What follows belongs to an exercise in optimizing a design on an open flow for small area and a short achievable clock period; a production flow would make more cautious choices.
At most, simulation tests tie the RTL to the original design; equivalence was not proved.
No functional check of the RTL was part of runs 1 to 3.

## flow/design.v (module list and top-level ports; edited modules follow where they fit)
// module rms_fifo: 40 lines
// module rms: 12589 lines
module rms(input clk, input rst, input pushin, input [1:0] cmdin, input signed [31:0] Xin,
           input pullout, output stopout, output [31:0] Xout);
  // ...
==> flow/run.sh <==
#!/bin/bash
# synth_recipe.tcl (not shown) runs the flow's synth.tcl, then flattens the netlist and writes it again
# the make line also repeats each setting of config.mk as NAME=value (left out here)
make -C /OpenROAD-flow-scripts/flow DESIGN_CONFIG=/design/flow/config.mk WORK_HOME=/design/flow/orfs CLKGATE_MAP_FILE= SYNTH_SCRIPT=/design/flow/synth_recipe.tcl finish
==> flow/config.mk <==
export PLATFORM = sky130hd
export DESIGN_NAME = rms
export DESIGN_NICKNAME = rms
export VERILOG_FILES = /design/flow/design.v
export SDC_FILE = /design/flow/constraint.sdc
export NUM_CORES = 4
export LEC_CHECK = 0
export ABC_AREA = 1
export CAP_MARGIN = 20
export CORE_MARGIN = 2
export CORE_UTILIZATION = 40
export CTS_BUF_LIST = sky130_fd_sc_hd__clkbuf_4 sky130_fd_sc_hd__clkbuf_8
export CTS_CLUSTER_DIAMETER = 60
export CTS_CLUSTER_SIZE = 20
export SLEW_MARGIN = 20
==> flow/constraint.sdc <==
create_clock -name core_clock -period 220.0 [get_ports {clk}]
set_input_delay 44.0000 -clock core_clock [delete_from_list [all_inputs] [get_ports {clk}]]
set_output_delay 44.0000 -clock core_clock [all_outputs]
set_load 0.01 [all_outputs]
==> impl_metrics.json, run 1 <==
{
  "status": "timing/DRC/antenna clean",
  "design.die.area_mm2": 0.287,
  "dr.max_layer_used": "met4",
  "dpl_cell_area_mm2": 0.118,
  "nClkBuffers": 169,
  "crit_path_end": "stopout",
  "port_buffers": 70,
  "reg2reg_depth": 125,
  "grt_max_degree": 195,
  "signal_buffers": 202,
  "nWellTaps": 3743,
  "synthTopCellsByCount": "nand2_1, fa_1, inv_1, edfxtp_1, dfxtp_1",
  "path_depth": 1,
  "cts_buffer_depth": 4,
  "yosys.area_share.simple": 0.123,
  "met2_usage": 0.329,
  "first_pass_iters": 6,
  "clk-insertion-delay-late_ns": 1.00,
  "synth_top_family_by_area": "adder cells",
  "multi_input_gates": 6853,
  "top_usage_layer": "met2",
  "area_growth_pct": 7.46,
  "dp.cells": 14200,
  "cts_sinks": 1824,
  "cts_inserted_buffers": 156,
  "fin_crit_sh": 0.209,
  "netlist_instances": 10700,
  "wl_met2_um": 132000,
  "initial_core_util": 0.401,
  "buf_share": 0.0142
}
==> run 2: changes to the inputs <==
==> flow/flow/run.sh (new file) <==
#!/bin/bash
# Layout flow: the standard flow, except that the final ABC technology
# mapping in synthesis uses an area-oriented script (flow/abc_area_map.script).
# Everything else (synthesis passes, flattening, renaming, floorplan through
# finish) is the standard.sh unchanged.
set -euo pipefail
HERE=$(pwd)
SCRIPT=$HERE/flow/abc_area_map.script
{
  echo "# synth_recipe.tcl, with the final abc call using $SCRIPT"
  echo "proc abc {args} {"
  echo "  set i [lsearch -exact \$args -script]"
  echo "  if {\$i >= 0} { lset args [expr {\$i + 1}] $SCRIPT }"
  echo "  yosys abc {*}\$args"
  echo "}"
  cat synth_recipe.tcl
} > my_synth.tcl
sed "s#SYNTH_SCRIPT=[^ ]*#SYNTH_SCRIPT=$HERE/my_synth.tcl#" standard.sh > my_standard.sh
grep -q "SYNTH_SCRIPT=$HERE/my_synth.tcl" my_standard.sh
bash my_standard.sh synth > synth.log 2>&1
bash my_standard.sh finish > layout.log 2>&1
test -f out/final.def
==> flow/flow/abc_area_map.script (new file) <==
strash
dch
amap
topo
stime -c
==> flow/standard.sh (new file) <==
#!/bin/bash
# synth_recipe.tcl (not shown) runs the flow's synth.tcl, then flattens the netlist and writes it again
# the make line also repeats each setting of config.mk as NAME=value (left out here)
make -C /OpenROAD-flow-scripts/flow DESIGN_CONFIG=/design/flow/config.mk WORK_HOME=/design/flow/orfs CLKGATE_MAP_FILE= SYNTH_SCRIPT=/design/flow/synth_recipe.tcl "${@:-finish}"
--- a/flow/config.mk
+++ b/flow/config.mk
@@ -9,7 +9,4 @@
 export CAP_MARGIN = 20
 export CORE_MARGIN = 2
 export CORE_UTILIZATION = 40
-export CTS_BUF_LIST = sky130_fd_sc_hd__clkbuf_4 sky130_fd_sc_hd__clkbuf_8
-export CTS_CLUSTER_DIAMETER = 60
-export CTS_CLUSTER_SIZE = 20
 export SLEW_MARGIN = 20
removed: flow/run.sh
==> run 2 against run 1 <==
  * Still clean
  * Cell area is 2.0% lower
  * Sequential share of layout area increased by 0.81 points
  * Synthesized cell count decreased by 21%
  * Critical endpoint unchanged
  * Maximum frequency is 0.21% higher
  * Die area is 6.4% lower
  * Register-to-register slack worse by 3.0 ns
  * Via count shrank 3.8%
  * Largest cell class unchanged
==> impl_metrics.json, run 2 <==
{
  "ioPinCount": 71,
  "path_clk_slew_ns": 0.06,
  "synthTopCellsByCount": "fa_1, clkinv_1, edfxtp_1, o22ai_1, dfxtp_1",
  "viasPerCell": 5.53,
  "cp_data_required_time_ns": 176.00,
  "routed_wl_um": 272000,
  "top_regs": "u_fifo.mem: 992 flops, S: 72 flops",
  "cts_tree": "yes",
  "yosys.area.top_type": "fa_1",
  "synth_area_leaders": "fa_1, edfxtp_1, dfxtp_1",
  "fp-row-count": 188,
  "tightest_slew_ns": 1.03,
  "cts_hold_buf": 0,
  "final_cell_mix": "fa_1, clkinv_1, edfxtp_1",
  "dr.first_iter.drc_count": 5563,
  "synthArstFlopShare": 0.0132,
  "yosys_register_bits": 1824,
  "grt_max_degree": 194,
  "drc": 0,
  "vias": 69300,
  "cts_buffer_depth": 4,
  "grt_usage": 0.203,
  "drive_gt1_frac": 0.0588,
  "grt_first_pass_wirelength_um": 428000,
  "fillCellCount": 23800,
  "globalplace.congestion": 0.889,
  "ant_nets": 0,
  "cp_cell_sequence": "clkdlybuf4s50_1",
  "path_class": "flop to output port",
  "avgSynthCellArea_um2": 12.5,
  "path_max_fanout": 2,
  "syn-num-nets": 10200,
  "maxSlewHeadroom": 0.306,
  "seq_area_frac_synth": 0.443,
  "ys_dominant_reg_cell": "edfxtp_1",
  "ff_latch_area_mm2": 0.0469,
  "max_stage_delay_ns": 0.53,
  "synth.distinct_cells": 42,
  "rsz0062_at_grt": "no",
  "fmax_mhz": 21.8,
  "holdCritPathClass": "flop to flop",
  "cp_num_buf_inv": 1,
  "post-synth-top-count-cell": "fa_1",
  "largest_reg_flops": 992,
  "nets": 10600,
  "area_growth_pct": 12.5,
  "setup_viol": 0,
  "design.die.area_mm2": 0.269,
  "antenna_found_initial": 4,
  "htreeDepth": 4,
  "hold_violations": 0,
  "dp_hpwl_um": 186000,
  "yosys_warnings": 2,
  "wl_met3_um": 16500,
  "synth_top_area_share": 0.297,
  "fin_util": 0.453,
  "die_x_um": 518,
  "synth_edf_count": 1024,
  "postCtsResizedCells": 0,
  "final_common_cell": "fa_1",
  "syn_area_mm2": 0.106,
  "netlist_instances": 8436,
  "timing.hold.ws_ns": 0.274,
  "initial_core_util": 0.403,
  "max_cap_violations": 0,
  "gr-total-overflow": 0,
  "port_buffers": 70,
  "cp_top_family": "flip-flops",
  "regMostFlops": "u_fifo.mem",
  "crit_path_start_kind": "flop",
  "wl_met2_um": 137000,
  "die_height_um": 518,
  "period_minus_slack_ns": 45.93,
  "cts-root-buf": "clkbuf_16",
  "fin_crit_sh": 0.209,
  "cts_inserted_buffers": 200,
  "clk-insertion-delay-late_ns": 0.88,
  "grt_pass1_vias": 73100,
  "cp_slowest_cell": "dfstp_2",
  "tns_ns": 0,
  "fin_skew_ns": 0.0847,
  "multi_input_area_mm2": 0.0536,
  "dr.max_layer_used": "met5",
  "first_pass_iters": 6,
  "critPathArrivalTime_ns": 1.93,
  "postCtsSetupRepairBufs": 0,
  "wire_per_inst_um": 21.7,
  "cts_sinks": 1824,
  "end_kind": "output port",
  "slew_violations": 0,
  "drt-met1-wl_um": 109000,
  "status": "timing/DRC/antenna clean",
  "core_area_mm2": 0.263
}
-- run 2: cell types whose count changed after synthesis, moves of 309 or more --
cell	change
inv_1	-1489
o22a_1	+314
clkinv_1	+1475
clkbuf_1	-309
o22ai_1	+997
nand2_1	-2225
-- run 2: layout make-up --
cell class,instances,share of cell area
repair buffers,237,0.0167
well taps,3515,0.0369
multi-input cells,5119,0.450
diodes,5,0.000105
flip-flops and latches,1824,0.394
clock buffers,248,0.0453
clock inverters,103,0.00940
inverters,1493,0.0472
-- run 2: per-layer routing --
metal	up-vias	GRT usage
li1	30800	-
met1	35700	0.260
met2	2310	0.353
met3	530	0.0264
met4	2	0.0721
met5	-	0
-- run 2: cell families after synthesis --
logic type               share of synthesized area
AO/OA/AOI/OAI                                0.144
adder cells (fa/ha/maj)                      0.314
buffers and inverters                       0.0530
flip-flops                                   0.443
AND/OR/NAND/NOR                             0.0455
-- run 2: through the flow --
step / area [µm²] / instances / setup WS [ns]
2_1_floorplan: 106000 / 8436 / 174.70
3_3_place_gp: 113000 / 12200 / 174.20
3_5_place_dp: 113000 / 12200 / 174.35
4_1_cts: 119000 / 12500 / 173.99
5_1_grt: 119000 / 12500 / 174.01
6_report: 119000 / 12500 / 174.07
-- run 2: worst paths after layout --
kind	startpoint	to	slack [ns]	cells after the start
setup / recovery	u_fifo.so$_DFFE_PP1P_	stopout	174.07	1
hold / removal	p3_S_19$_DFF_P_	p4_S_19$_DFF_P_	0.27	0
setup reg to reg	p7_w1730$_DFF_P_	p8_w5079$_DFF_P_	178.64	132
hold reg to reg	p3_S_19$_DFF_P_	p4_S_19$_DFF_P_	0.27	0
max in group asynchronous	rst	clr$_DFF_PP1_	176.08	3
min in group asynchronous	rst	v[7]$_DFF_PP0_	43.51	3
==> run 3: changes to the inputs <==
==> flow/flow/run.sh (replaced) <==
#!/bin/bash
# Layout flow: the standard flow with two changes to synthesis only:
#  - Yosys synth runs with -noabc (no generic ABC pass before full-adder
#    extraction), so the adders written in the RTL are extracted as written;
#  - the final ABC technology mapping uses an area-oriented script
#    (flow/abc_area_map.script).
# Synthesis otherwise is synth_recipe.tcl (-nofsm -noshare, flatten, rename);
# floorplan through finish is the standard.sh unchanged.
set -euo pipefail
HERE=$(pwd)
SCRIPT=$HERE/flow/abc_area_map.script
{
  echo "# synth_recipe.tcl with synth -noabc and the final abc call using $SCRIPT"
  echo "proc abc {args} {"
  echo "  set i [lsearch -exact \$args -script]"
  echo "  if {\$i >= 0} { lset args [expr {\$i + 1}] $SCRIPT }"
  echo "  yosys abc {*}\$args"
  echo "}"
  echo 'proc synth {args} { yosys synth -nofsm -noshare -noabc {*}$args }'
  tail -n +2 synth_recipe.tcl
} > my_synth.tcl
grep -q '^source .*synth.tcl' my_synth.tcl
sed "s#SYNTH_SCRIPT=[^ ]*#SYNTH_SCRIPT=$HERE/my_synth.tcl#" standard.sh > my_standard.sh
grep -q "SYNTH_SCRIPT=$HERE/my_synth.tcl" my_standard.sh
bash my_standard.sh synth > synth.log 2>&1
bash my_standard.sh finish > layout.log 2>&1
test -f out/final.def
==> flow/flow/abc_area_map.script (replaced) <==
strash
dc2
dch
amap
topo
stime -c
--- a/flow/config.mk
+++ b/flow/config.mk
@@ -9,4 +9,7 @@
 export CAP_MARGIN = 20
 export CORE_MARGIN = 2
 export CORE_UTILIZATION = 40
+export CTS_BUF_LIST = sky130_fd_sc_hd__clkbuf_4 sky130_fd_sc_hd__clkbuf_8
+export CTS_CLUSTER_DIAMETER = 50
+export CTS_CLUSTER_SIZE = 18
 export SLEW_MARGIN = 20
==> run 3 against run 2 <==
  * Clock skew rose by 0.026 ns
  * Highest routed layer unchanged
  * Cell area fell by 3.1%
  * Clock-buffer cell count fell by 39
  * Hold slack improved by 0.050 ns
  * Via count fell by 6.4%
  * Worst setup slack got worse by 0.16 ns
  * Still clean
  * Synthesized cell count fell by 13%
==> impl_metrics.json, run 3 <==
{
  "status": "timing/DRC/antenna clean",
  "fin_skew_ns": 0.111,
  "ant_nets": 0,
  "synthAdderAreaFrac": 0.327,
  "synthMuxAreaShare": 0,
  "grt_pass1_vias": 70700,
  "r2r_slack_ns": 176.03,
  "nets": 9624,
  "reg2reg_depth": 111,
  "cts_inserted_buffers": 193,
  "postCtsResizedCells": 0,
  "cts_buffer_depth": 3,
  "syn_area_mm2": 0.104,
  "ioPinCount": 71,
  "antenna_found_initial": 5,
  "cp_top_family": "flip-flops",
  "dr.first_iter.drc_count": 5189,
  "netlist_instances": 7354,
  "area_growth_pct": 11.5,
  "rsz0062_at_grt": "no",
  "regMostFlops": "u_fifo.mem",
  "max_cap_violations": 0,
  "end_kind": "output port",
  "ff_latch_area_mm2": 0.0469,
  "gr-total-overflow": 0,
  "largest_reg_flops": 992,
  "path_clk_slew_ns": 0.10,
  "whs_path_depth": 0,
  "hold_end": "p7_S_8$_DFF_P_",
  "cts_sinks": 1824,
  "fin_cells": 11400,
  "postCtsSetupRepairBufs": 0,
  "cts-root-buf": "clkbuf_8",
  "synth-xor-area-share": 0,
  "synth_top_area_share": 0.309,
  "routed_wl_um": 254000,
  "first_pass_iters": 6,
  "max_stage_delay_ns": 0.54,
  "slew_violations": 0,
  "dp.cells": 11000,
  "path_class": "flop to output port",
  "drc": 0,
  "final_common_cell": "fa_1",
  "fp-row-count": 186,
  "hold_violations": 0,
  "tightest_slew_ns": 1.05,
  "fmax_mhz": 21.7,
  "crit_path_start_kind": "flop",
  "multi_input_area_mm2": 0.0552,
  "cp_data_required_time_ns": 176.00,
  "synth_area_leaders": "fa_1, edfxtp_1, dfxtp_1",
  "grt_usage": 0.196,
  "critPathArrivalTime_ns": 2.09,
  "cp_num_buf_inv": 1,
  "wire_per_inst_um": 22.3,
  "fin_crit_sh": 0.210,
  "dp_hpwl_um": 171000,
  "initial_core_util": 0.403,
  "synth.distinct_cells": 46,
  "syn-num-nets": 9139,
  "grt_first_pass_wirelength_um": 404000,
  "synthArstFlopShare": 0.0132,
  "cts_hold_buf": 0,
  "period_minus_slack_ns": 46.09,
  "core_area_mm2": 0.257,
  "drive_gt1_frac": 0.0811,
  "path_max_fanout": 2,
  "post-synth-top-count-cell": "fa_1",
  "rr_endpoint": "p5_w3288$_DFF_P_",
  "die_height_um": 513,
  "port_buffers": 70,
  "viasPerCell": 5.69,
  "cp_cell_sequence": "clkdlybuf4s50_1",
  "ys_dominant_reg_cell": "edfxtp_1",
  "top_regs": "u_fifo.mem: 992 flops, S: 72 flops",
  "yosys_warnings": 2,
  "grt_max_degree": 188,
  "vias": 64900,
  "yosys_register_bits": 1824,
  "maxSlewHeadroom": 0.289,
  "synth_compound_area_frac": 0.156,
  "synth_edf_count": 1024,
  "fillCellCount": 22800,
  "setup_viol": 0,
  "tns_ns": 0,
  "seq_area_frac_synth": 0.453,
  "timing.hold.ws_ns": 0.324,
  "holdCritPathClass": "flop to flop",
  "htreeDepth": 4,
  "worstHoldStart": "p6_S_8$_DFF_P_",
  "final_cell_mix": "fa_1, edfxtp_1, o22a_1",
  "yosys.area_share.simple": 0.0465,
  "timing.rr.start": "p4_w1729$_DFF_P_",
  "synth_top_family_by_area": "adder cells",
  "yosys.area.top_type": "fa_1",
  "globalplace.congestion": 0.881,
  "cp_slowest_cell": "dfstp_2",
  "cts_tree": "yes",
  "design.die.area_mm2": 0.263,
  "avgSynthCellArea_um2": 14.1,
  "synthTopCellsByCount": "fa_1, edfxtp_1, nor2_1, o22a_1, dfxtp_1",
  "clk-insertion-delay-late_ns": 1.03,
  "die_x_um": 513
}
-- run 3: cell types whose count changed in the layout (fill, tap and decap cells not counted), moves of 50 or more --
cell / change
o22a_1: +518
o22ai_1: -616
buf_4: +50
nand2b_1: -59
nor2b_1: +52
nand2_1: -132
a21oi_1: -155
o221ai_1: +76
clkbuf_16: -201
clkbuf_8: +179
clkinv_1: -1022
nor2_1: +182
-- run 3: through the flow --
stage	area (µm²)	util	worst slack (ns)
after global placement	111000	0.430	173.58
after floorplan	104000	-	174.02
after CTS	115000	0.448	173.80
after global routing	115000	0.449	173.78
after detailed placement	111000	0.430	173.64
final	115000	0.449	173.91
-- run 3: per-layer routing --
layer  vias up  global-route usage  share of wire
met5         -                   0       0.000091
met4         4              0.0665          0.033
met3       501              0.0370          0.066
met2      2069               0.344           0.50
met1     33800               0.241           0.40
li1      28500                   -              -
-- run 3: how the worst max path moves through the flow --
stage,startpoint,endpoint,slack [ns],depth (start not counted)
detailed placement,pullout,u_fifo.rp[4]$_DFFE_PP0P_,173.64,9
floorplan,p2_w1729$_DFF_P_,p3_w2366$_DFF_P_,174.02,103
global placement,pullout,u_fifo.rp[4]$_DFFE_PP0P_,173.58,9
CTS,u_fifo.so$_DFFE_PP1P_,stopout,173.80,1
global route,p5_w1729$_DFF_P_,p6_w3806$_DFF_P_,173.78,110
finish,u_fifo.so$_DFFE_PP1P_,stopout,173.91,1
-- run 3: cells by family (layout without fill, tap and decap cells) --
logic type,after synthesis,after routing
simple gates,1201,1201
buf+inv,490,1140
other cells,0,3
compound gates,2092,2092
flops,1824,1824
fa+ha+maj,1747,1747
-- run 3: area by class of cell --
class / instances / area share
Clock buffer: 209 / 0.0242
Clock inverter: 151 / 0.0171
Antenna cell: 3 / 0.0000651
Sequential cell: 1824 / 0.407
Multi-Input combinational cell: 5040 / 0.478
Timing Repair Buffer: 290 / 0.0209
Inverter: 490 / 0.0161
Tap cell: 3384 / 0.0367
==> module rms_fifo, before the edit <==
module rms_fifo(input clk, input rst, input we, input [31:0] wdata_n,
                input pullout, output stopout, output reg [31:0] Xout);
  reg [31:0] mem [0:30];
  reg [4:0] wp, rp;
  reg wl, rl;                  
  reg so;                      
  wire empty = (wp == rp) && (wl == rl);
  wire ld = pullout | so;      
  always @(posedge clk)
    if (we) mem[wp] <= wdata_n;
  always @(posedge clk or posedge rst)
    if (rst) begin
      wp <= 5'd0;
      wl <= 1'b0;
    end else if (we) begin
      if (wp == 5'd30) begin
        wp <= 5'd0;
        wl <= ~wl;
      end else
        wp <= wp + 5'd1;
    end
  always @(posedge clk or posedge rst)
    if (rst) begin
      rp <= 5'd0;
      rl <= 1'b0;
      so <= 1'b1;
    end else if (ld) begin
      so <= empty;
      if (!empty) begin
        if (rp == 5'd30) begin
          rp <= 5'd0;
          rl <= ~rl;
        end else
          rp <= rp + 5'd1;
      end
    end
  always @(posedge clk)
    if (ld) Xout <= ~mem[rp];
  assign stopout = so;
endmodule
==> run 4: changes to the inputs <==
--- a/flow/design.v
+++ b/flow/design.v
@@ -4,9 +4,9 @@
   reg [31:0] mem [0:30];
   reg [4:0] wp, rp;
   reg wl, rl;                  
-  reg so;                      
+  reg hv;                      
   wire empty = (wp == rp) && (wl == rl);
-  wire ld = pullout | so;      
+  wire ld = pullout | ~hv;     
   always @(posedge clk)
     if (we) mem[wp] <= wdata_n;
   always @(posedge clk or posedge rst)
@@ -24,9 +24,9 @@
     if (rst) begin
       rp <= 5'd0;
       rl <= 1'b0;
-      so <= 1'b1;
+      hv <= 1'b0;
     end else if (ld) begin
-      so <= empty;
+      hv <= ~empty;
       if (!empty) begin
         if (rp == 5'd30) begin
           rp <= 5'd0;
@@ -37,7 +37,7 @@
     end
   always @(posedge clk)
     if (ld) Xout <= ~mem[rp];
-  assign stopout = so;
+  assign stopout = ~hv;
 endmodule
 `timescale 1ns / 1ps
 module rms(input clk, input rst, input pushin, input [1:0] cmdin, input signed [31:0] Xin,
--- a/flow/flow/run.sh
+++ b/flow/flow/run.sh
@@ -4,6 +4,7 @@
 #    extraction), so the adders written in the RTL are extracted as written;
 #  - the final ABC technology mapping uses an area-oriented script
 #    (flow/abc_area_map.script).
+# Placement buffers the ports with buf_2 cells (BUFFER_PORTS_ARGS).
 # Synthesis otherwise is synth_recipe.tcl (-nofsm -noshare, flatten, rename);
 # floorplan through finish is the standard.sh unchanged.
 set -euo pipefail
@@ -23,5 +24,6 @@
 sed "s#SYNTH_SCRIPT=[^ ]*#SYNTH_SCRIPT=$HERE/my_synth.tcl#" standard.sh > my_standard.sh
 grep -q "SYNTH_SCRIPT=$HERE/my_synth.tcl" my_standard.sh
 bash my_standard.sh synth > synth.log 2>&1
+export BUFFER_PORTS_ARGS="-buffer_cell sky130_fd_sc_hd__buf_2"
 bash my_standard.sh finish > layout.log 2>&1
 test -f out/final.def
--- a/flow/config.mk
+++ b/flow/config.mk
@@ -6,10 +6,11 @@
 export NUM_CORES = 4
 export LEC_CHECK = 0
 export ABC_AREA = 1
-export CAP_MARGIN = 20
+export CAP_MARGIN = 30
 export CORE_MARGIN = 2
-export CORE_UTILIZATION = 40
+export CORE_UTILIZATION = 60
 export CTS_BUF_LIST = sky130_fd_sc_hd__clkbuf_4 sky130_fd_sc_hd__clkbuf_8
 export CTS_CLUSTER_DIAMETER = 50
 export CTS_CLUSTER_SIZE = 18
+export PLACE_DENSITY = 0.72
 export SLEW_MARGIN = 20
==> run 4 against run 3 <==
  * Global-route usage rose by 8.5 points
  * Area after synthesis fell by 0.20%
  * Highest routed layer unchanged
  * Final cell count fell by 11%
  * Cell area fell by 2.5%
  * Die area fell by 33%
  * Via count rose by 0.28%
  * Worst setup slack improved by 0.54 ns
  * Hold slack got worse by 0.0050 ns
  * Largest cell class unchanged
==> impl_metrics.json, run 4 <==
{
  "status": "timing/DRC/antenna clean",
  "drive_gt1_frac": 0.0820,
  "cts_buffer_depth": 3,
  "grt_usage": 0.281,
  "fp-row-count": 152,
  "fmax_mhz": 22.0,
  "critPathArrivalTime_ns": 1.56,
  "dp.cells": 9897,
  "whs_path_depth": 0,
  "timing.hold.ws_ns": 0.319,
  "grt_pass1_vias": 69400,
  "wire_per_inst_um": 23.4,
  "synth_edf_count": 1024,
  "syn_area_mm2": 0.103,
  "cp_data_required_time_ns": 176.00,
  "rsz0062_at_grt": "no",
  "fillCellCount": 12300,
  "design.die.area_mm2": 0.176,
  "fin_crit_sh": 0.207,
  "syn-num-nets": 9067,
  "cts_tree": "yes",
  "ant_nets": 0,
  "cp_top_family": "flip-flops",
  "largest_reg_flops": 992,
  "grt_first_pass_wirelength_um": 384000,
  "area_growth_pct": 8.94,
  "slew_violations": 0,
  "vias": 65000,
  "period_minus_slack_ns": 45.56,
  "fin_cells": 10200,
  "max_stage_delay_ns": 0.40,
  "viasPerCell": 6.39,
  "ioPinCount": 71,
  "crit_path_start_kind": "flop",
  "synth_area_leaders": "fa_1, edfxtp_1, dfxtp_1",
  "max_cap_violations": 0,
  "nets": 9538,
  "rr_endpoint": "p6_w3804$_DFF_P_",
  "reg2reg_depth": 111,
  "maxSlewHeadroom": 0.325,
  "ys_dominant_reg_cell": "edfxtp_1",
  "dpl_cell_area_mm2": 0.109,
  "dp_hpwl_um": 161000,
  "fin_area_mm2": 0.113,
  "drc": 0,
  "core_area_mm2": 0.171,
  "hold_end": "p4_S_31$_DFF_P_",
  "final_common_cell": "fa_1",
  "yosys_warnings": 2,
  "cp_slowest_cell": "edfxtp_1",
  "setup_viol": 0,
  "dr.first_iter.drc_count": 6018,
  "synthArstFlopShare": 0.0132,
  "hold_violations": 0,
  "synth_top_area_share": 0.309,
  "cts_sinks": 1824,
  "routed_wl_um": 238000,
  "fin_skew_ns": 0.0996,
  "netlist_instances": 7282,
  "path_max_fanout": 1,
  "end_kind": "output port",
  "grt_max_degree": 127,
  "holdCritPathClass": "flop to flop",
  "fin_util": 0.657,
  "die_height_um": 419,
  "tns_ns": 0,
  "yosys_register_bits": 1824,
  "gr-total-overflow": 0,
  "first_pass_iters": 6,
  "dp_slack_ns": 174.79,
  "port_buffers": 70,
  "timing.rr.start": "p5_w1729$_DFF_P_",
  "seq_area_frac_synth": 0.454,
  "synthTopCellsByCount": "fa_1, edfxtp_1, o22a_1, dfxtp_1, nor2_1",
  "r2r_slack_ns": 176.80,
  "path_class": "flop to output port",
  "cts_hold_buf": 0,
  "die_x_um": 419,
  "cp_num_buf_inv": 1,
  "avgSynthCellArea_um2": 14.2,
  "antenna_found_initial": 2,
  "htreeDepth": 4,
  "regMostFlops": "u_fifo.mem",
  "yosys.area.top_type": "fa_1",
  "globalplace.congestion": 0.905,
  "tightest_slew_ns": 1.00,
  "postCtsSetupRepairBufs": 0,
  "cts-root-buf": "clkbuf_8",
  "worstHoldStart": "p3_S_31$_DFF_P_",
  "setup_ws_ns": 174.44,
  "clk-insertion-delay-late_ns": 1.01,
  "top_regs": "u_fifo.mem: 992 flops, S: 72 flops",
  "initial_core_util": 0.603,
  "cp_cell_sequence": "buf_2",
  "cts_inserted_buffers": 159,
  "postCtsResizedCells": 0,
  "synth.distinct_cells": 48,
  "post-synth-top-count-cell": "fa_1",
  "final_cell_mix": "fa_1, edfxtp_1, o22a_1",
  "path_clk_slew_ns": 0.10
}
-- run 4: changes by cell type in the layout (fill, tap and decap cells not counted), sizes merged, moves of 38 or more --
cell           previous run  this run
a31oi                    55        93
nand2                   214       362
nor2                    856       716
o22ai                   403       263
clkdlybuf4s50            70         0
o21ai                   223       172
a221o                     1        75
buf                     218       309
o32a                     50         2
-- run 4: cells by family after synthesis --
| group | count (synthesis) | share of synthesized area |
|---|---|---|
| compound gates | 1980 | 0.153 |
| fa+ha+maj | 1747 | 0.328 |
| buf+inv | 488 | 0.0177 |
| flops | 1824 | 0.454 |
| simple gates | 1243 | 0.0483 |
-- run 4: worst max path at each step --
stage                     slack, ns  cells after the start                 startpoint               endpoint
after floorplan              174.07                    103           p2_w1729$_DFF_P_       p3_w2366$_DFF_P_
after global routing         174.33                      1   u_fifo.Xout[4]$_DFFE_PP_                Xout[4]
after detailed placement     174.79                      7                    pullout  u_fifo.rl$_DFFE_PP0P_
final                        174.44                      1  u_fifo.Xout[17]$_DFFE_PP_               Xout[17]
after CTS                    174.32                      1   u_fifo.Xout[4]$_DFFE_PP_                Xout[4]
after global placement       174.79                      7                    pullout  u_fifo.rl$_DFFE_PP0P_
-- run 4: final cells by class --
class | instances | area, µm² | share of cell area
flip-flops and latches | 1824 | 46900 | 0.417
clock buffers | 174 | 2340 | 0.0208
repair buffers | 310 | 2240 | 0.0199
clock inverters | 102 | 1300 | 0.0115
multi-input cells | 4970 | 55000 | 0.489
inverters | 488 | 1850 | 0.0164
diodes | 4 | 10.0 | 0.0000889
well taps | 2310 | 2890 | 0.0257
-- run 4: metal layers --
metal  vias to the layer above  track usage  wire length, µm
met5                         -            0               20
met3                       621       0.0434            19100
met4                         2        0.107             9820
li1                      28100            -                -
met1                     33500        0.376            93300
met2                      2812        0.467           116000
==> run 5: changes to the inputs <==
--- a/flow/config.mk
+++ b/flow/config.mk
@@ -8,9 +8,8 @@
 export ABC_AREA = 1
 export CAP_MARGIN = 30
 export CORE_MARGIN = 2
-export CORE_UTILIZATION = 60
+export CORE_UTILIZATION = 40
 export CTS_BUF_LIST = sky130_fd_sc_hd__clkbuf_4 sky130_fd_sc_hd__clkbuf_8
 export CTS_CLUSTER_DIAMETER = 50
 export CTS_CLUSTER_SIZE = 18
-export PLACE_DENSITY = 0.72
 export SLEW_MARGIN = 20
==> run 5 against run 4 <==
  * Non-clock buffer count increased by 9
  * Maximum frequency about the same
  * Hold slack got worse by 0.0056 ns
  * First-iteration DRC count down 6.8%
  * Clock-buffer cell count rose by 18
  * Sequential share of layout area down 0.68 points
  * Register-to-register slack worse by 0.45 ns
  * Die area increased by 49%
  * Final cell count rose by 11%
  * Via count is 0.41% lower
  * Largest cell class unchanged
==> impl_metrics.json, run 5 <==
{
  "ys_dominant_reg_cell": "edfxtp_1",
  "fmax_mhz": 21.9,
  "nets": 9560,
  "gr-total-overflow": 0,
  "dp_hpwl_um": 174000,
  "vias": 64800,
  "end_kind": "output port",
  "path_max_fanout": 2,
  "setup_viol": 0,
  "dpl_cell_area_mm2": 0.110,
  "postCtsResizedCells": 0,
  "status": "timing/DRC/antenna clean",
  "top_regs": "u_fifo.mem: 992 flops, S: 72 flops",
  "max_cap_violations": 0,
  "tns_ns": 0,
  "drive_gt1_frac": 0.0882,
  "post-synth-top-count-cell": "fa_1",
  "avgSynthCellArea_um2": 14.2,
  "synth.distinct_cells": 48,
  "tightest_slew_ns": 1.10,
  "syn-num-nets": 9067,
  "syn_area_mm2": 0.103,
  "die_height_um": 512,
  "rsz0062_at_grt": "no",
  "final_cell_mix": "fa_1, edfxtp_1, o22a_1",
  "grt_max_degree": 168,
  "synthArstFlopShare": 0.0132,
  "synth_top_area_share": 0.309,
  "globalplace.congestion": 0.871,
  "cts_inserted_buffers": 172,
  "timing.rr.start": "p6_w1729$_DFF_P_",
  "maxSlewHeadroom": 0.254,
  "worstHoldStart": "p3_S_19$_DFF_P_",
  "netlist_instances": 7282,
  "period_minus_slack_ns": 45.60,
  "grt_first_pass_wirelength_um": 408000,
  "synth_compound_area_frac": 0.153,
  "hold_violations": 0,
  "fin_crit_sh": 0.207,
  "wire_per_inst_um": 22.7,
  "routed_wl_um": 256000,
  "largest_reg_flops": 992,
  "yosys_register_bits": 1824,
  "regMostFlops": "u_fifo.mem",
  "final_common_cell": "fa_1",
  "antenna_found_initial": 6,
  "cts_sinks": 1824,
  "critPathArrivalTime_ns": 1.60,
  "grt_usage": 0.198,
  "cp_data_required_time_ns": 176.00,
  "yosys_warnings": 2,
  "dr.first_iter.drc_count": 5611,
  "cts_tree": "yes",
  "port_buffers": 70,
  "clk-insertion-delay-late_ns": 0.99,
  "slew_violations": 0,
  "synthMuxAreaShare": 0,
  "rr_endpoint": "p7_w4447$_DFF_P_",
  "fin_skew_ns": 0.0904,
  "crit_path_start_kind": "flop",
  "yosys.area.top_type": "fa_1",
  "fin_util": 0.445,
  "ant_nets": 0,
  "cts-root-buf": "clkbuf_8",
  "cts_buffer_depth": 3,
  "whs_path_depth": 0,
  "core_area_mm2": 0.257,
  "design.die.area_mm2": 0.262,
  "synth-xor-area-share": 0,
  "cts_hold_buf": 0,
  "fp-row-count": 186,
  "synth_top_family_by_area": "adder cells",
  "htreeDepth": 4,
  "path_clk_slew_ns": 0.10,
  "reg2reg_depth": 111,
  "hold_end": "p4_S_19$_DFF_P_",
  "fin_area_mm2": 0.114,
  "synth_edf_count": 1024,
  "seq_area_frac_synth": 0.454,
  "yosys.area_share.simple": 0.0483,
  "ioPinCount": 71,
  "path_class": "flop to output port",
  "synth_area_leaders": "fa_1, edfxtp_1, dfxtp_1",
  "grt_pass1_vias": 70100,
  "synthAdderAreaFrac": 0.328,
  "postCtsSetupRepairBufs": 0,
  "r2r_slack_ns": 176.35,
  "drc": 0,
  "first_pass_iters": 7,
  "area_growth_pct": 10.8,
  "holdCritPathClass": "flop to flop",
  "initial_core_util": 0.402,
  "die_x_um": 512,
  "synthTopCellsByCount": "fa_1, edfxtp_1, o22a_1, dfxtp_1, nor2_1",
  "viasPerCell": 5.73
}
==> run 5: critical path: stages (launching register included) <==
cell and delay [ns]:
dfrtp_1 0.35, clkinv_1 0.08, buf_2 0.15
==> run 5: kinds of logic (layout without fill, tap and decap cells) <==
| family | after synthesis | count (layout) |
|---|---|---|
| simple gates | 1243 | 1243 |
| fa+ha+maj | 1747 | 1747 |
| other cells | 0 | 4 |
| flops | 1824 | 1824 |
| buf+inv | 488 | 1121 |
| compound gates | 1980 | 1980 |
==> run 5: final cells by class <==
class | count | area (µm²)
antenna | 4 | 10.0
clock buffer | 192 | 2570
clock inverter | 122 | 1420
fill | 23100 | 142000
inverter | 488 | 1850
multi-input combinational | 4970 | 55000
sequential | 1824 | 46900
tap | 3384 | 4230
timing repair buffer | 319 | 2430
==> run 5: worst max path at each step <==
stage	to	start	slack [ns]
6_report	stopout	u_fifo.hv$_DFFE_PP0P_	174.40
5_1_grt	p7_w4446$_DFF_P_	p6_w1729$_DFF_P_	174.11
4_1_cts	stopout	u_fifo.hv$_DFFE_PP0P_	174.31
3_5_place_dp	u_fifo.Xout[12]$_DFFE_PP_	pullout	174.53
3_3_place_gp	u_fifo.Xout[12]$_DFFE_PP_	pullout	174.23
2_1_floorplan	p3_w2366$_DFF_P_	p2_w1729$_DFF_P_	174.07
==> run 5: stage by stage <==
stage,hold slack (ns),setup WS [ns],instances
floorplan,0.310,174.07,7282
global placement,0.310,174.23,11000
detailed placement,0.312,174.53,11000
CTS,0.309,174.31,11300
global route,0.313,174.11,11300
finish,0.313,174.40,11300
==> run 5: layer usage <==
| layer | GRT usage | wire length (µm) | vias up |
|---|---|---|---|
| li1 | - | - | 28200 |
| met1 | 0.254 | 102000 | 33900 |
| met2 | 0.344 | 129000 | 2279 |
| met3 | 0.0347 | 18600 | 451 |
| met4 | 0.0550 | 7260 | 0 |
| met5 | 0 | 0 | - |
==> run 6: changes to the inputs <==
--- a/flow/config.mk
+++ b/flow/config.mk
@@ -9,7 +9,7 @@
 export CAP_MARGIN = 30
 export CORE_MARGIN = 2
 export CORE_UTILIZATION = 40
-export CTS_BUF_LIST = sky130_fd_sc_hd__clkbuf_4 sky130_fd_sc_hd__clkbuf_8
-export CTS_CLUSTER_DIAMETER = 50
-export CTS_CLUSTER_SIZE = 18
+export CTS_BUF_LIST = sky130_fd_sc_hd__clkbuf_8 sky130_fd_sc_hd__clkbuf_16
+export CTS_CLUSTER_DIAMETER = 40
+export CTS_CLUSTER_SIZE = 30
 export SLEW_MARGIN = 20
==> run 6 against run 5 <==
  * Still clean on timing, DRC and antenna
  * Utilization up 1.7 points
  * Final cell count up 1.2%
  * Critical path depth unchanged
  * Sequential cell count unchanged
  * First-iteration DRC count down 5.0%
  * Synthesized cell count unchanged
  * Register-to-register slack worse by 0.04 ns
  * Critical endpoint unchanged
  * Highest routed layer unchanged
==> impl_metrics.json, run 6 <==
{
  "syn_area_mm2": 0.103,
  "final_cell_mix": "fa_1, edfxtp_1, o22a_1",
  "tightest_slew_ns": 1.17,
  "grt_pass1_vias": 70900,
  "slew_violations": 0,
  "gr-total-overflow": 0,
  "synth_top_area_share": 0.309,
  "yosys_register_bits": 1824,
  "cp_slowest_cell": "dfrtp_1",
  "synthTopCellsByCount": "fa_1, edfxtp_1, o22a_1, dfxtp_1, nor2_1",
  "rsz0062_at_grt": "no",
  "end_kind": "output port",
  "post-synth-top-count-cell": "fa_1",
  "fp-row-count": 186,
  "maxSlewHeadroom": 0.209,
  "path_depth": 2,
  "vias": 65400,
  "first_pass_iters": 8,
  "grt_first_pass_wirelength_um": 411000,
  "cts_buffer_depth": 3,
  "initial_core_util": 0.402,
  "drc": 0,
  "fin_skew_ns": 0.113,
  "setup_viol": 0,
  "viasPerCell": 5.72,
  "synth.distinct_cells": 48,
  "globalplace.congestion": 0.871,
  "tns_ns": 0,
  "cts_tree": "yes",
  "path_max_fanout": 2,
  "cp_data_required_time_ns": 176.00,
  "cp_num_buf_inv": 2,
  "ant_nets": 0,
  "cts-root-buf": "clkbuf_16",
  "critPathArrivalTime_ns": 1.47,
  "status": "timing/DRC/antenna clean",
  "synth_edf_count": 1024,
  "synth_area_leaders": "fa_1, edfxtp_1, dfxtp_1",
  "syn-num-nets": 9067,
  "dp_hpwl_um": 174000,
  "wire_per_inst_um": 22.5,
  "holdCritPathClass": "flop to flop",
  "cp_top_family": "flip-flops",
  "fin_util": 0.463,
  "dpl_cell_area_mm2": 0.110,
  "period_minus_slack_ns": 45.47,
  "dr.first_iter.drc_count": 5330,
  "regMostFlops": "u_fifo.mem",
  "max_stage_delay_ns": 0.33,
  "postCtsResizedCells": 0,
  "cts_sinks": 1824,
  "nets": 9622,
  "seq_area_frac_synth": 0.454,
  "cts_hold_buf": 0,
  "avgSynthCellArea_um2": 14.2,
  "grt_max_degree": 168,
  "hold_violations": 0,
  "synthArstFlopShare": 0.0132,
  "fin_area_mm2": 0.119,
  "clk-insertion-delay-late_ns": 0.91,
  "die_x_um": 512,
  "fillCellCount": 22600,
  "path_class": "flop to output port",
  "top_regs": "u_fifo.mem: 992 flops, S: 72 flops",
  "grt_usage": 0.199,
  "largest_reg_flops": 992,
  "path_clk_slew_ns": 0.07,
  "crit_path_start_kind": "flop",
  "max_cap_violations": 0,
  "drive_gt1_frac": 0.102,
  "port_buffers": 70,
  "yosys_warnings": 2,
  "die_height_um": 512,
  "yosys.area.top_type": "fa_1",
  "core_area_mm2": 0.257,
  "antenna_found_initial": 4,
  "routed_wl_um": 258000,
  "htreeDepth": 4,
  "design.die.area_mm2": 0.262,
  "netlist_instances": 7282,
  "ys_dominant_reg_cell": "edfxtp_1",
  "fmax_mhz": 22.0,
  "cp_cell_sequence": "clkinv_1 > buf_2",
  "fin_crit_sh": 0.207,
  "postCtsSetupRepairBufs": 0,
  "ioPinCount": 71,
  "area_growth_pct": 15.1,
  "whs_path_depth": 0,
  "cts_inserted_buffers": 234,
  "reg2reg_depth": 111,
  "final_common_cell": "fa_1"
}
-- run 6: area by class of cell --
cell class                      count  area, µm²  share of cell area
Multi-Input combinational cell   4970      55000               0.463
Sequential cell                  1824      46900               0.394
Clock buffer                      241       5950              0.0500
Tap cell                         3384       4230              0.0356
Clock inverter                    205       2530              0.0213
Timing Repair Buffer              319       2430              0.0205
Inverter                          488       1850              0.0155
Antenna cell                        2       5.00           0.0000421
-- run 6: logic make-up (layout without fill, tap and decap cells) --
group	after synthesis	after routing	share of synthesized area
AO/OA/AOI/OAI	1980	1980	0.153
adder cells (fa/ha/maj)	1747	1747	0.328
flip-flops	1824	1824	0.454
AND/OR/NAND/NOR	1243	1243	0.0483
other	0	2	0
buffers and inverters	488	1253	0.0177
-- run 6: metal layers --
| metal | track usage | routed length, µm |
|---|---|---|
| met5 | 0 | 0 |
| met3 | 0.0350 | 18500 |
| met4 | 0.0567 | 7120 |
| met2 | 0.347 | 130000 |
| met1 | 0.254 | 102000 |
-- run 6: stage by stage --
stage	instances	worst slack, ns	hold WS (ns)
after global placement	11000	174.23	0.310
after floorplan	7282	174.07	0.310
after detailed placement	11000	174.53	0.312
after CTS	11400	174.47	0.301
after global routing	11400	174.06	0.303
final	11400	174.53	0.297
-- run 6: worst reg2reg max path: cells and delay by family, from the launching register on --
kind	cells	cell delay (ns)
compound gates	17	4.87
fa+ha+maj	76	32.83
simple gates	1	0.63
buf+inv	17	4.92
flops	1	0.32
-- run 6: worst paths after layout --
kind | start | end | slack, ns
max | u_fifo.hv$_DFFE_PP0P_ | stopout | 174.53
min | p3_S_35$_DFF_P_ | p4_S_35$_DFF_P_ | 0.30
max reg2reg | p6_w1729$_DFF_P_ | p7_w4446$_DFF_P_ | 176.31
min reg2reg | p3_S_35$_DFF_P_ | p4_S_35$_DFF_P_ | 0.30
max in group asynchronous | rst | v[4]$_DFF_PP0_ | 176.30
min in group asynchronous | rst | u_fifo.rp[0]$_DFFE_PP0P_ | 43.23
==> run 7: changes to the inputs <==
--- a/flow/flow/run.sh
+++ b/flow/flow/run.sh
@@ -5,6 +5,7 @@
 #  - the final ABC technology mapping uses an area-oriented script
 #    (flow/abc_area_map.script).
 # Placement buffers the ports with buf_2 cells (BUFFER_PORTS_ARGS).
+# CTS runs without dummy loads (CTS_ARGS; same clustering as config.mk).
 # Synthesis otherwise is synth_recipe.tcl (-nofsm -noshare, flatten, rename);
 # floorplan through finish is the standard.sh unchanged.
 set -euo pipefail
@@ -25,5 +26,6 @@
 grep -q "SYNTH_SCRIPT=$HERE/my_synth.tcl" my_standard.sh
 bash my_standard.sh synth > synth.log 2>&1
 export BUFFER_PORTS_ARGS="-buffer_cell sky130_fd_sc_hd__buf_2"
+export CTS_ARGS="-sink_clustering_enable -repair_clock_nets -sink_clustering_size 18 -sink_clustering_max_diameter 50 -buf_list {sky130_fd_sc_hd__clkbuf_4 sky130_fd_sc_hd__clkbuf_8} -dont_use_dummy_load"
 bash my_standard.sh finish > layout.log 2>&1
 test -f out/final.def
==> flow/config.mk (replaced) <==
export PLATFORM = sky130hd
export DESIGN_NAME = rms
export DESIGN_NICKNAME = rms
export VERILOG_FILES = /design/flow/design.v
export SDC_FILE = /design/flow/constraint.sdc
export NUM_CORES = 4
export LEC_CHECK = 0
export ABC_AREA = 1
export CAP_MARGIN = 30
export CORE_MARGIN = 2
export CORE_UTILIZATION = 60
export CTS_BUF_LIST = sky130_fd_sc_hd__clkbuf_4 sky130_fd_sc_hd__clkbuf_8
export CTS_CLUSTER_DIAMETER = 50
export CTS_CLUSTER_SIZE = 18
export PLACE_DENSITY = 0.72
export SLEW_MARGIN = 20
==> run 7 against run 6 <==
  * Area after synthesis is the same
  * Worst setup slack worse by 0.065 ns
  * Die area is 33% lower
  * Clock-buffer cell count shrank 82
  * Hold slack worse by 0.038 ns
  * Critical path depth decreased by 1
  * Critical path type unchanged
==> impl_metrics.json, run 7 <==
{
  "crit_path_start_kind": "flop",
  "status": "timing/DRC/antenna clean",
  "tns_ns": 0,
  "fin_cells": 10100,
  "cp_slowest_cell": "edfxtp_1",
  "syn-num-nets": 9067,
  "synthTopCellsByCount": "fa_1, edfxtp_1, o22a_1, dfxtp_1, nor2_1",
  "design.die.area_mm2": 0.176,
  "ys_dominant_reg_cell": "edfxtp_1",
  "rsz0062_at_grt": "no",
  "wire_per_inst_um": 23.5,
  "critPathArrivalTime_ns": 1.54,
  "slew_violations": 0,
  "globalplace.congestion": 0.905,
  "grt_first_pass_wirelength_um": 382000,
  "fin_crit_sh": 0.207,
  "antenna_found_initial": 3,
  "cp_data_required_time_ns": 176.00,
  "fillCellCount": 12400,
  "post-synth-top-count-cell": "fa_1",
  "hold_violations": 0,
  "synth_area_leaders": "fa_1, edfxtp_1, dfxtp_1",
  "max_stage_delay_ns": 0.41,
  "viasPerCell": 6.42,
  "final_cell_mix": "fa_1, edfxtp_1, o22a_1",
  "area_growth_pct": 7.53,
  "max_cap_violations": 0,
  "clk-insertion-delay-late_ns": 0.98,
  "maxSlewHeadroom": 0.323,
  "netlist_instances": 7282,
  "dr.first_iter.drc_count": 5756,
  "cts-root-buf": "clkbuf_8",
  "drc": 0,
  "grt_max_degree": 127,
  "setup_viol": 0,
  "seq_area_frac_synth": 0.454,
  "grt_usage": 0.280,
  "initial_core_util": 0.603,
  "dp_hpwl_um": 161000,
  "avgSynthCellArea_um2": 14.2,
  "cts_hold_buf": 0,
  "path_clk_slew_ns": 0.11,
  "dp.cells": 9897,
  "synthArstFlopShare": 0.0132,
  "core_area_mm2": 0.171,
  "routed_wl_um": 237000,
  "path_max_fanout": 1,
  "end_kind": "output port",
  "cts_sinks": 1824,
  "synth.distinct_cells": 48,
  "vias": 64600,
  "tightest_slew_ns": 1.01,
  "cp_num_buf_inv": 1,
  "cp_cell_sequence": "buf_2",
  "die_height_um": 419,
  "synth_edf_count": 1024,
  "ant_nets": 0,
  "fmax_mhz": 22.0,
  "gr-total-overflow": 0,
  "drive_gt1_frac": 0.0692,
  "cp_top_family": "flip-flops",
  "port_buffers": 70,
  "ioPinCount": 71,
  "top_regs": "u_fifo.mem: 992 flops, S: 72 flops",
  "postCtsResizedCells": 0,
  "regMostFlops": "u_fifo.mem",
  "cts_buffer_depth": 3,
  "yosys_register_bits": 1824,
  "yosys_warnings": 2,
  "largest_reg_flops": 992,
  "holdCritPathClass": "flop to flop",
  "yosys.area.top_type": "fa_1",
  "die_x_um": 419,
  "cts_inserted_buffers": 159,
  "fp-row-count": 152,
  "path_class": "flop to output port",
  "final_common_cell": "fa_1",
  "syn_area_mm2": 0.103,
  "htreeDepth": 4,
  "synth_top_area_share": 0.309,
  "period_minus_slack_ns": 45.54,
  "cts_tree": "yes",
  "grt_pass1_vias": 69000,
  "postCtsSetupRepairBufs": 0,
  "nets": 9538,
  "fin_skew_ns": 0.165,
  "first_pass_iters": 10
}
run 7: cell counts after synthesis:
No cell type changed its count.
run 7: path summary, 6_finish.rpt:
kind                                           start                     to  slack (ns)  cells past startpoint
setup / recovery           u_fifo.Xout[25]$_DFFE_PP_               Xout[25]      174.46                      1
hold / removal                       p3_S_31$_DFF_P_        p4_S_31$_DFF_P_        0.26                      0
setup reg to reg                    p5_w1729$_DFF_P_       p6_w3804$_DFF_P_      176.77                    111
hold reg to reg                      p3_S_31$_DFF_P_        p4_S_31$_DFF_P_        0.26                      0
max in group asynchronous                        rst          clr$_DFF_PP1_      176.40                      3
min in group asynchronous                        rst  u_fifo.rl$_DFFE_PP0P_       43.02                      2
run 7: cell families (layout without fill, tap and decap cells):
| logic type | count (synthesis) | in the layout | share of synthesized area |
|---|---|---|---|
| AND/OR/NAND/NOR | 1243 | 1243 | 0.0483 |
| flip-flops | 1824 | 1824 | 0.454 |
| adder cells (fa/ha/maj) | 1747 | 1747 | 0.328 |
| other | 0 | 3 | 0 |
| buffers and inverters | 488 | 957 | 0.0177 |
| AO/OA/AOI/OAI | 1980 | 1980 | 0.153 |
run 7: through the flow:
stage	utilization	setup WS, ns	cell area (µm²)	hold WS (ns)
5_1_grt	0.648	174.35	111000	0.269
2_1_floorplan	-	174.07	103000	0.310
6_report	0.648	174.46	111000	0.260
3_5_place_dp	0.635	174.79	109000	0.312
4_1_cts	0.648	174.31	111000	0.260
3_3_place_gp	0.634	174.79	109000	0.310
run 7: cell type report:
class	instances	area (µm²)	area share
diodes	3	7.51	0.0000676
clock buffers	159	2190	0.0197
inverters	488	1850	0.0166
multi-input cells	4970	55000	0.495
flip-flops and latches	1824	46900	0.422
well taps	2310	2890	0.0260
repair buffers	310	2240	0.0202
run 7: per-layer routing:
layer  GRT usage  routed length (µm)  part of all wire
met1       0.374               93600              0.40
met2       0.465              115000              0.49
met3      0.0443               18500             0.078
met4       0.107                9440             0.040
met5           0                  20          0.000084
==> run 8: changes to the inputs <==
--- a/flow/flow/run.sh
+++ b/flow/flow/run.sh
@@ -26,6 +26,6 @@
 grep -q "SYNTH_SCRIPT=$HERE/my_synth.tcl" my_standard.sh
 bash my_standard.sh synth > synth.log 2>&1
 export BUFFER_PORTS_ARGS="-buffer_cell sky130_fd_sc_hd__buf_2"
-export CTS_ARGS="-sink_clustering_enable -repair_clock_nets -sink_clustering_size 18 -sink_clustering_max_diameter 50 -buf_list {sky130_fd_sc_hd__clkbuf_4 sky130_fd_sc_hd__clkbuf_8} -dont_use_dummy_load"
+export CTS_ARGS="-sink_clustering_enable -repair_clock_nets -sink_clustering_size 24 -sink_clustering_max_diameter 40 -buf_list {sky130_fd_sc_hd__clkbuf_4 sky130_fd_sc_hd__clkbuf_8} -dont_use_dummy_load"
 bash my_standard.sh finish > layout.log 2>&1
 test -f out/final.def
--- a/flow/config.mk
+++ b/flow/config.mk
@@ -10,7 +10,7 @@
 export CORE_MARGIN = 2
 export CORE_UTILIZATION = 60
 export CTS_BUF_LIST = sky130_fd_sc_hd__clkbuf_4 sky130_fd_sc_hd__clkbuf_8
-export CTS_CLUSTER_DIAMETER = 50
-export CTS_CLUSTER_SIZE = 18
+export CTS_CLUSTER_DIAMETER = 40
+export CTS_CLUSTER_SIZE = 24
 export PLACE_DENSITY = 0.72
 export SLEW_MARGIN = 20
==> run 8 against run 7 <==
  * Maximum frequency hardly changed
  * Still clean
  * Clock-buffer cell count is 59 higher
  * Critical path type unchanged
  * Worst setup slack worse by 0.044 ns
  * Wire length about the same
  * Synthesized cell count stayed put
  * Sequential share of layout area down 0.30 points
  * Utilization is 0.47 points higher
==> impl_metrics.json, run 8 <==
{
  "yosys_warnings": 2,
  "cp_slowest_cell": "edfxtp_1",
  "grt_pass1_vias": 69500,
  "syn-num-nets": 9067,
  "end_kind": "output port",
  "yosys.area_share.simple": 0.0483,
  "tns_ns": 0,
  "port_buffers": 70,
  "synthArstFlopShare": 0.0132,
  "grt_max_degree": 127,
  "cts-root-buf": "clkbuf_8",
  "path_class": "flop to output port",
  "postCtsSetupRepairBufs": 0,
  "largest_reg_flops": 992,
  "ioPinCount": 71,
  "ff_latch_area_mm2": 0.0469,
  "gr-total-overflow": 0,
  "whs_path_depth": 0,
  "die_x_um": 419,
  "cp_cell_sequence": "buf_2",
  "maxSlewHeadroom": 0.324,
  "avgSynthCellArea_um2": 14.2,
  "max_stage_delay_ns": 0.40,
  "nets": 9597,
  "period_minus_slack_ns": 45.58,
  "synth_top_family_by_area": "adder cells",
  "rsz0062_at_grt": "no",
  "dr.first_iter.drc_count": 6164,
  "cts_inserted_buffers": 218,
  "fin_skew_ns": 0.176,
  "top_regs": "u_fifo.mem: 992 flops, S: 72 flops",
  "htreeDepth": 4,
  "netlist_instances": 7282,
  "die_height_um": 419,
  "grt_usage": 0.280,
  "hold_end": "p3_S_26$_DFF_P_",
  "post-synth-top-count-cell": "fa_1",
  "drc": 0,
  "antenna_found_initial": 4,
  "area_growth_pct": 8.31,
  "cts_tree": "yes",
  "synth-xor-area-share": 0,
  "cts_buffer_depth": 3,
  "setup_viol": 0,
  "globalplace.congestion": 0.905,
  "synth_area_leaders": "fa_1, edfxtp_1, dfxtp_1",
  "syn_area_mm2": 0.103,
  "wire_per_inst_um": 23.4,
  "synth_top_area_share": 0.309,
  "seq_area_frac_synth": 0.454,
  "ys_dominant_reg_cell": "edfxtp_1",
  "synth_compound_area_frac": 0.153,
  "timing.rr.start": "p5_w1729$_DFF_P_",
  "fin_cells": 10100,
  "yosys.area.top_type": "fa_1",
  "fmax_mhz": 21.9,
  "postCtsResizedCells": 0,
  "synthAdderAreaFrac": 0.328,
  "synthMuxAreaShare": 0,
  "fp-row-count": 152,
  "cts_hold_buf": 0,
  "clk-insertion-delay-late_ns": 1.04,
  "fillCellCount": 12300,
  "reg2reg_depth": 111,
  "initial_core_util": 0.603,
  "fin_crit_sh": 0.207,
  "dp.cells": 9897,
  "core_area_mm2": 0.171,
  "vias": 64700,
  "critPathArrivalTime_ns": 1.58,
  "cp_top_family": "flip-flops",
  "design.die.area_mm2": 0.176,
  "holdCritPathClass": "flop to flop",
  "drive_gt1_frac": 0.0762,
  "viasPerCell": 6.39,
  "cts_sinks": 1824,
  "cp_num_buf_inv": 1,
  "hold_violations": 0,
  "path_max_fanout": 1,
  "rr_endpoint": "p6_w3804$_DFF_P_",
  "fin_area_mm2": 0.112,
  "regMostFlops": "u_fifo.mem",
  "cp_data_required_time_ns": 176.00,
  "final_cell_mix": "fa_1, edfxtp_1, o22a_1",
  "synthTopCellsByCount": "fa_1, edfxtp_1, o22a_1, dfxtp_1, nor2_1",
  "synth_edf_count": 1024,
  "max_cap_violations": 0,
  "path_clk_slew_ns": 0.11,
  "slew_violations": 0,
  "worstHoldStart": "p2_S_26$_DFF_P_",
  "status": "timing/DRC/antenna clean",
  "dpl_cell_area_mm2": 0.109,
  "multi_input_area_mm2": 0.0550,
  "dp_hpwl_um": 161000,
  "yosys_register_bits": 1824,
  "tightest_slew_ns": 1.00,
  "r2r_slack_ns": 176.74,
  "crit_path_start_kind": "flop",
  "ant_nets": 0,
  "grt_first_pass_wirelength_um": 383000,
  "routed_wl_um": 237000,
  "final_common_cell": "fa_1",
  "synth.distinct_cells": 48,
  "first_pass_iters": 7
}
==> run 8: cell types whose count changed in the layout (fill, tap and decap cells not counted) <==
cell / previous run / this run
clkbuf_8: 159 / 218
buf_16: 3 / 2
buf_8: 4 / 5
diode_2: 3 / 4
==> run 8: worst max-delay path by stage <==
stage	from	endpoint	slack (ns)	cells after the start
floorplan	p2_w1729$_DFF_P_	p3_w2366$_DFF_P_	174.07	103
global placement	pullout	u_fifo.rl$_DFFE_PP0P_	174.79	7
detailed placement	pullout	u_fifo.rl$_DFFE_PP0P_	174.79	7
CTS	u_fifo.Xout[25]$_DFFE_PP_	Xout[25]	174.32	1
global route	u_fifo.Xout[4]$_DFFE_PP_	Xout[4]	174.34	1
finish	u_fifo.Xout[25]$_DFFE_PP_	Xout[25]	174.42	1
==> run 8: logic make-up after synthesis <==
kind of cell	count (synthesis)
adders and majority gates	1747
AOI/OAI and AO/OA	1980
and+or+nand+nor	1243
DFF	1824
buffers and inverters	488
==> run 8: cell type report <==
| cell class | count | area share |
|---|---|---|
| multi-input cells | 4970 | 0.492 |
| flip-flops and latches | 1824 | 0.419 |
| clock buffers | 218 | 0.0268 |
| well taps | 2310 | 0.0258 |
| repair buffers | 310 | 0.0199 |
| inverters | 488 | 0.0165 |
| diodes | 4 | 0.0000894 |
==> run 8: routing by layer <==
metal / wire, µm / global-route usage / vias to the layer above
met2: 115000 / 0.466 / 2785
met5: 34 / 0 / -
met1: 93700 / 0.374 / 33200
li1: - / - / 28100
met4: 9450 / 0.107 / 4
met3: 18400 / 0.0452 / 626
==> run 8: through the flow <==
step	hold slack [ns]	util	worst slack, ns
after floorplan	0.310	-	174.07
after global placement	0.310	0.634	174.79
after detailed placement	0.312	0.635	174.79
after CTS	0.243	0.653	174.32
after global routing	0.246	0.653	174.34
final	0.250	0.653	174.42

-- static timing again, ports no longer ideal --
How much do the figures lean on ideal ports? The routed layouts below were timed once more, with nothing changed but the port constraints.
Step 1 assumes that a clkbuf_16 drives the clock port and a buf_2 every other input.
Step 2, shift: input delay + t, output delay - t, t = (earliest + latest rising clock arrival at the registers) / 2. This alone moves slack from input paths to output paths.
Slacks: no drivers / after step 1 / after step 2; pairs: no drivers / after step 1.
run | t (ns) | setup WS [ns] | hold slack, ns
run 1 | 1.026 | 173.969 / 173.879 / 174.537 | 0.266 / 0.266 / 0.266
run 2 | 0.947 | 174.066 / 173.971 / 174.327 | 0.274 / 0.274 / 0.274
run 3 | 1.058 | 173.908 / 173.824 / 173.557 | 0.324 / 0.324 / 0.324
run 4 | 1.048 | 174.443 / 174.361 / 174.798 | 0.319 / 0.319 / 0.319
run 5 | 1.047 | 174.404 / 174.319 / 174.546 | 0.313 / 0.313 / 0.313
run 6 | 0.950 | 174.526 / 174.438 / 174.523 | 0.297 / 0.297 / 0.297
run 7 | 0.988 | 174.461 / 174.376 / 174.818 | 0.260 / 0.260 / 0.260
run 8 | 1.030 | 174.417 / 174.340 / 174.747 | 0.250 / 0.250 / 0.250
After both steps setup and hold are still met in every run listed. For run 3, which loses most, drivers alone change the setup slack by -0.084 ns; drivers and shift together by -0.351 ns.
